This is an optimization exercise on Yosys and OpenROAD, whose aim is small area, not a production implementation. In this exercise RTL edits were held to simulation tests only and were not proved equivalent to the original.

## JK
==> module armreduced, before the edit <==
module armreduced(
	input clk,
	input reset,
	output[31:0] pc,
	input[31:0] inst,
	input nIRQ,
	output[3:0] be,
	output[31:0] memaddr,
	output memwrite,
	output memread,
	output[31:0] writedata,
	input[31:0] readdata
	);
	reg [31:0] PCF;
	reg [31:0] instD;
	reg [31:0] rf [0:14];      
	reg [14:0] valid_q;        
	reg [31:0] r15;            
	reg [31:0] instE;          
	reg        validE;         
	reg [3:0]  FlagsE;
	reg [31:0] ReadData1E, ReadData2E;
	reg [31:0] ALUOutM, WriteDataM;
	reg        RegWriteM, MemtoRegM, MemWriteM, PCSrcM, RegSrcM, BranchTakenM;
	reg [3:0]  WA3M;
	reg [31:0] ResultW;
	reg        RegWriteW, PCSrcW, RegSrcW;
	reg [3:0]  WA3W;
	assign be = 4'b1111;
	assign memread = 1'b1;
	assign pc = reset ? 32'd0 : PCF;
	assign memaddr = ALUOutM;
	assign memwrite = MemWriteM;
	assign writedata = WriteDataM;
	wire brD = (instD[27:26] == 2'b10);
	wire [3:0] RA1D = instD[19:16];
	wire [3:0] RA2D = (instD[27:26] == 2'b01 && !instD[20]) ? instD[15:12] : instD[3:0];
	wire [28:0] r15inc = r15[31:3] + 29'd1;
	wire [31:0] r15p8 = {r15inc, r15[2:0]};
	wire [31:0] r15p4 = {r15[2] ? r15inc : r15[31:3], ~r15[2], r15[1:0]};
	wire [16:0] selA, selB;
	genvar g;
	generate
		for (g = 0; g < 15; g = g + 1) begin : rd
			assign selA[g] = !brD && valid_q[g] && RA1D == g;
			assign selB[g] = !brD && valid_q[g] && RA2D == g;
		end
	endgenerate
	assign selA[15] = brD || RA1D == 4'd15;
	assign selA[16] = 1'b0;
	assign selB[15] = !brD && RA2D == 4'd15;
	assign selB[16] = brD;
	wire [32*17-1:0] rdin = {r15p4, r15p8,
		rf[14], rf[13], rf[12], rf[11], rf[10], rf[9], rf[8], rf[7],
		rf[6], rf[5], rf[4], rf[3], rf[2], rf[1], rf[0]};
	wire [31:0] RD1, RD2;
	selectOr17 _readA(.sel(selA), .d(rdin), .y(RD1));
	selectOr17 _readB(.sel(selB), .d(rdin), .y(RD2));
	wire [1:0] opE  = instE[27:26];
	wire [3:0] cmdE = instE[24:21];
	wire dpE  = (opE == 2'b00);
	wire memE = (opE == 2'b01);
	wire brE  = (opE == 2'b10);
	wire LE   = instE[20];
	wire cmpOnlyE = (cmdE[3:2] == 2'b10);
	wire RegWriteE  = validE & ((dpE & ~cmpOnlyE) | (memE & LE) | (brE & instE[24]));
	wire MemtoRegE  = validE & memE & LE;
	wire MemWriteE  = validE & memE & ~LE;
	wire BranchE    = validE & brE;
	wire RegSrcE    = validE & brE;
	wire FlagWriteE = validE & dpE & (instE[20] | cmpOnlyE);
	wire PCSrcE     = validE & (instE[15:12] == 4'b1111) & (cmdE == 4'b1101);
	wire ALUSrcE    = dpE ? instE[25] : ~opE[1] | ~opE[0];
	wire [3:0] ALUOpE = dpE ? cmdE : (memE & ~instE[23]) ? 4'b0010 : 4'b0100;
	wire [3:0] RA1E = instE[19:16];
	wire [3:0] RA2E = (memE && !LE) ? instE[15:12] : instE[3:0];
	wire [3:0] WA3E = instE[15:12];
	wire [31:0] ExtImmE = memE ? {20'd0, instE[11:0]} :
	                      brE  ? {{6{instE[23]}}, instE[23:0], 2'b00} :
	                             {{24{instE[7]}}, instE[7:0]};
	wire fA_M = RegWriteM && (RA1E == WA3M);
	wire fA_W = RegWriteW && (RA1E == WA3W);
	wire fB_M = !brE && RegWriteM && (RA2E == WA3M);
	wire fB_W = !brE && RegWriteW && (RA2E == WA3W);
	wire [31:0] SrcAE = fA_M ? ALUOutM : fA_W ? ResultW : ReadData1E;
	wire [31:0] WriteDataE = fB_M ? ALUOutM : fB_W ? ResultW : ReadData2E;
	wire [31:0] SrcBE = ALUSrcE ? ExtImmE : WriteDataE;
	wire [31:0] ALUResultE;
	wire [3:0] ALUFlags;
	ALU32bit _ALU32bit(.SrcA(SrcAE), .SrcB(SrcBE), .ALUOp(ALUOpE), .ALUResult(ALUResultE), .ALUFlags(ALUFlags));
	wire condEx;
	condCheck _condCheck(.cond(instE[31:28]), .flags(FlagsE), .condEx(condEx));
	wire BranchTakenE = BranchE & condEx;
	wire [3:0] NZCV = (FlagWriteE & condEx) ? ALUFlags : FlagsE;
	wire Flush = BranchTakenE | (PCSrcE & condEx) | PCSrcM | PCSrcW;
	wire Stall = (RegWriteE && memE && (WA3E == RA1D || WA3E == RA2D)) ||
	             (!BranchTakenE && RegWriteW && (WA3W == RA1D || WA3W == RA2D));
	wire [31:0] NextPC = BranchTakenE ? ALUResultE : PCSrcW ? ResultW : PCF + 32'd4;
	always @(posedge clk) begin
		if (reset)
			PCF <= 32'd4;
		else if (!Stall)
			PCF <= NextPC;
		if (reset)
			instD <= inst;
		else if (Flush)
			instD <= 32'd0;
		else if (!Stall)
			instD <= inst;
		if (reset) begin
			instE <= 32'd0;
			validE <= 1'b1;
		end else begin
			instE <= instD;
			if (Flush)
				instE[15:12] <= 4'd0;
			validE <= !(Flush || Stall);
		end
		FlagsE <= (Flush || reset) ? 4'd0 : NZCV;
		ReadData1E <= RD1;
		ReadData2E <= RD2;
		PCSrcM <= reset ? 1'b0 : (PCSrcE & condEx);
		RegWriteM <= reset ? 1'b0 : (RegWriteE & condEx);
		MemtoRegM <= reset ? 1'b0 : MemtoRegE;
		MemWriteM <= reset ? 1'b0 : (MemWriteE & condEx);
		WA3M <= reset ? 4'd0 : BranchTakenE ? 4'd14 : WA3E;
		ALUOutM <= ALUResultE;
		WriteDataM <= WriteDataE;
		RegSrcM <= reset ? 1'b0 : RegSrcE;
		BranchTakenM <= reset ? 1'b0 : BranchTakenE;
		PCSrcW <= reset ? 1'b0 : PCSrcM;
		RegWriteW <= reset ? 1'b0 : RegWriteM;
		WA3W <= reset ? 4'd0 : WA3M;
		RegSrcW <= reset ? 1'b0 : RegSrcM;
		ResultW <= BranchTakenM ? WriteDataM : MemtoRegM ? readdata : ALUOutM;
		if (reset)
			r15 <= 32'd0;
		else if (RegSrcW || WA3W != 4'd15)
			r15 <= PCF;
		else if (RegWriteW)
			r15 <= ResultW;
	end
	integer i;
	always @(posedge clk) begin
		for (i = 0; i < 15; i = i + 1)
			if (RegWriteW && WA3W == i)
				rf[i] <= ResultW;
		if (reset)
			valid_q <= 15'd0;
		else if (RegWriteW && WA3W != 4'd15)
			valid_q[WA3W] <= 1'b1;
	end
endmodule
clock: 20.0 ns
lec_check: 0
cap_margin: 20
core_margin: 2
core_utilization: 65
cts_buf_list: sky130_fd_sc_hd__clkbuf_8
cts_cluster_diameter: 60
cts_cluster_size: 16
place_density: 0.75
slew_margin: 20
standard.sh (not shown) runs the stock make flow with config.mk's settings and CLKGATE_MAP_FILE= SYNTH_SCRIPT=/design/flow/synth_recipe.tcl, a recipe that flattens the netlist after the stock synthesis.
==> flow/flow/run.sh <==
#!/bin/bash
# Layout flow: the standard layout (standard.sh), with these changes:
#  - after the floorplan, OpenROAD's restructure remaps the combinational
#    logic for area, four times over (flow/restructure.tcl); registers are
#    not touched,
#  - the port buffers that placement inserts are the smallest buffer (buf_1;
#    the resizer may still upsize them),
#  - clock tree synthesis inserts no dummy loads.
# Each tool's output goes to a log file of its own in this folder; each ORFS
# step also writes its own log under orfs/logs/.
set -euo pipefail
ARGS=(
  "BUFFER_PORTS_ARGS=-buffer_cell sky130_fd_sc_hd__buf_1"
  "CTS_ARGS=-sink_clustering_enable -repair_clock_nets -sink_clustering_size 16 -sink_clustering_max_diameter 60 -buf_list sky130_fd_sc_hd__clkbuf_8 -dont_use_dummy_load"
)
bash standard.sh "${ARGS[@]}" floorplan > flow_make_floorplan.log 2>&1
mkdir -p orfs/restructure
python3 flow/filterlib.py "$FLOW_HOME/platforms/sky130hd/lib/sky130_fd_sc_hd__tt_025C_1v80.lib" \
  orfs/restructure/lib_no_dont_use.lib > flow_filterlib.log 2>&1
openroad -no_init -exit flow/restructure.tcl > flow_restructure.log 2>&1
bash standard.sh "${ARGS[@]}" finish > flow_make_finish.log 2>&1
Other scripts of this flow, unchanged in this note and not shown: flow/flow/filterlib.py, flow/flow/restructure.tcl
diff inputs: JK => MS
--- a/flow/design.v
+++ b/flow/design.v
@@ -13,9 +13,8 @@
 	);
 	reg [31:0] PCF;
 	reg [31:0] instD;
 	reg [31:0] rf [0:14];      
-	reg [14:0] valid_q;        
 	reg [31:0] r15;            
 	reg [31:0] instE;          
 	reg        validE;         
 	reg [3:0]  FlagsE;
@@ -41,10 +40,10 @@
 	wire [16:0] selA, selB;
 	genvar g;
 	generate
 		for (g = 0; g < 15; g = g + 1) begin : rd
-			assign selA[g] = !brD && valid_q[g] && RA1D == g;
-			assign selB[g] = !brD && valid_q[g] && RA2D == g;
+			assign selA[g] = !brD && RA1D == g;
+			assign selB[g] = !brD && RA2D == g;
 		end
 	endgenerate
 	assign selA[15] = brD || RA1D == 4'd15;
 	assign selA[16] = 1'b0;
@@ -139,17 +138,14 @@
 			r15 <= PCF;
 		else if (RegWriteW)
 			r15 <= ResultW;
 	end
+	wire [31:0] rfWriteData = ResultW & {32{~reset}};
 	integer i;
 	always @(posedge clk) begin
 		for (i = 0; i < 15; i = i + 1)
-			if (RegWriteW && WA3W == i)
-				rf[i] <= ResultW;
-		if (reset)
-			valid_q <= 15'd0;
-		else if (RegWriteW && WA3W != 4'd15)
-			valid_q[WA3W] <= 1'b1;
+			if (reset || (RegWriteW && WA3W == i))
+				rf[i] <= rfWriteData;
 	end
 endmodule
 module selectOr17(
 	input [16:0] sel,
Results
- Combined area of the multi-input logic cells in MS vs JK: up 1.5%
- Diff MS..JK | post-synthesis cell area | negligible
- Result: PASS for each of MS and JK
- Diff JK -> MS: number of iterations in the first detailed-routing pass decreased by 4 relative to the old numbers, total number of sequential cells decreased by 15 relative to the old numbers, multiplexer share of the synthesized area increased by 1.5 points relative to the old numbers, count of different cell masters after synthesis increased by 8 relative to the old numbers, total CTS buffers increased by 1.7% relative to the old numbers.
- Between MS and JK, the initial cell density of the core figures differ only marginally.
- A termination of the worst setup path of PCF[31] is what JK shows, while FlagsE[2] belongs to MS.

-- static timing again, ports no longer ideal --
Ports are ideal in the flow. The routed layouts listed here were re-timed in OpenROAD.
Step 1: set_driving_cell puts a clkbuf_16 on clk and a buf_2 on each other input, an assumption about the parent block.
Step 2 adds t to the input delays and takes it off the output delays; t is the mean of the earliest and latest rising clock arrival at the registers after step 1. Input paths then give back, and output paths get back, about the clock's delay inside the block.
Three values: ideal ports, drivers, drivers and shift; two values: the first two.
run | t (ns) | setup WS [ns] | clock arrival spread, ns | worst register clock-pin slew, ns
JK | 0.808 | 5.807 / 5.807 / 5.807 | 0.132 / 0.132 | 0.11 / 0.11
MS | 0.793 | 5.627 / 5.627 / 5.627 | 0.095 / 0.095 | 0.11 / 0.11
After both steps every run listed still meets setup and hold.
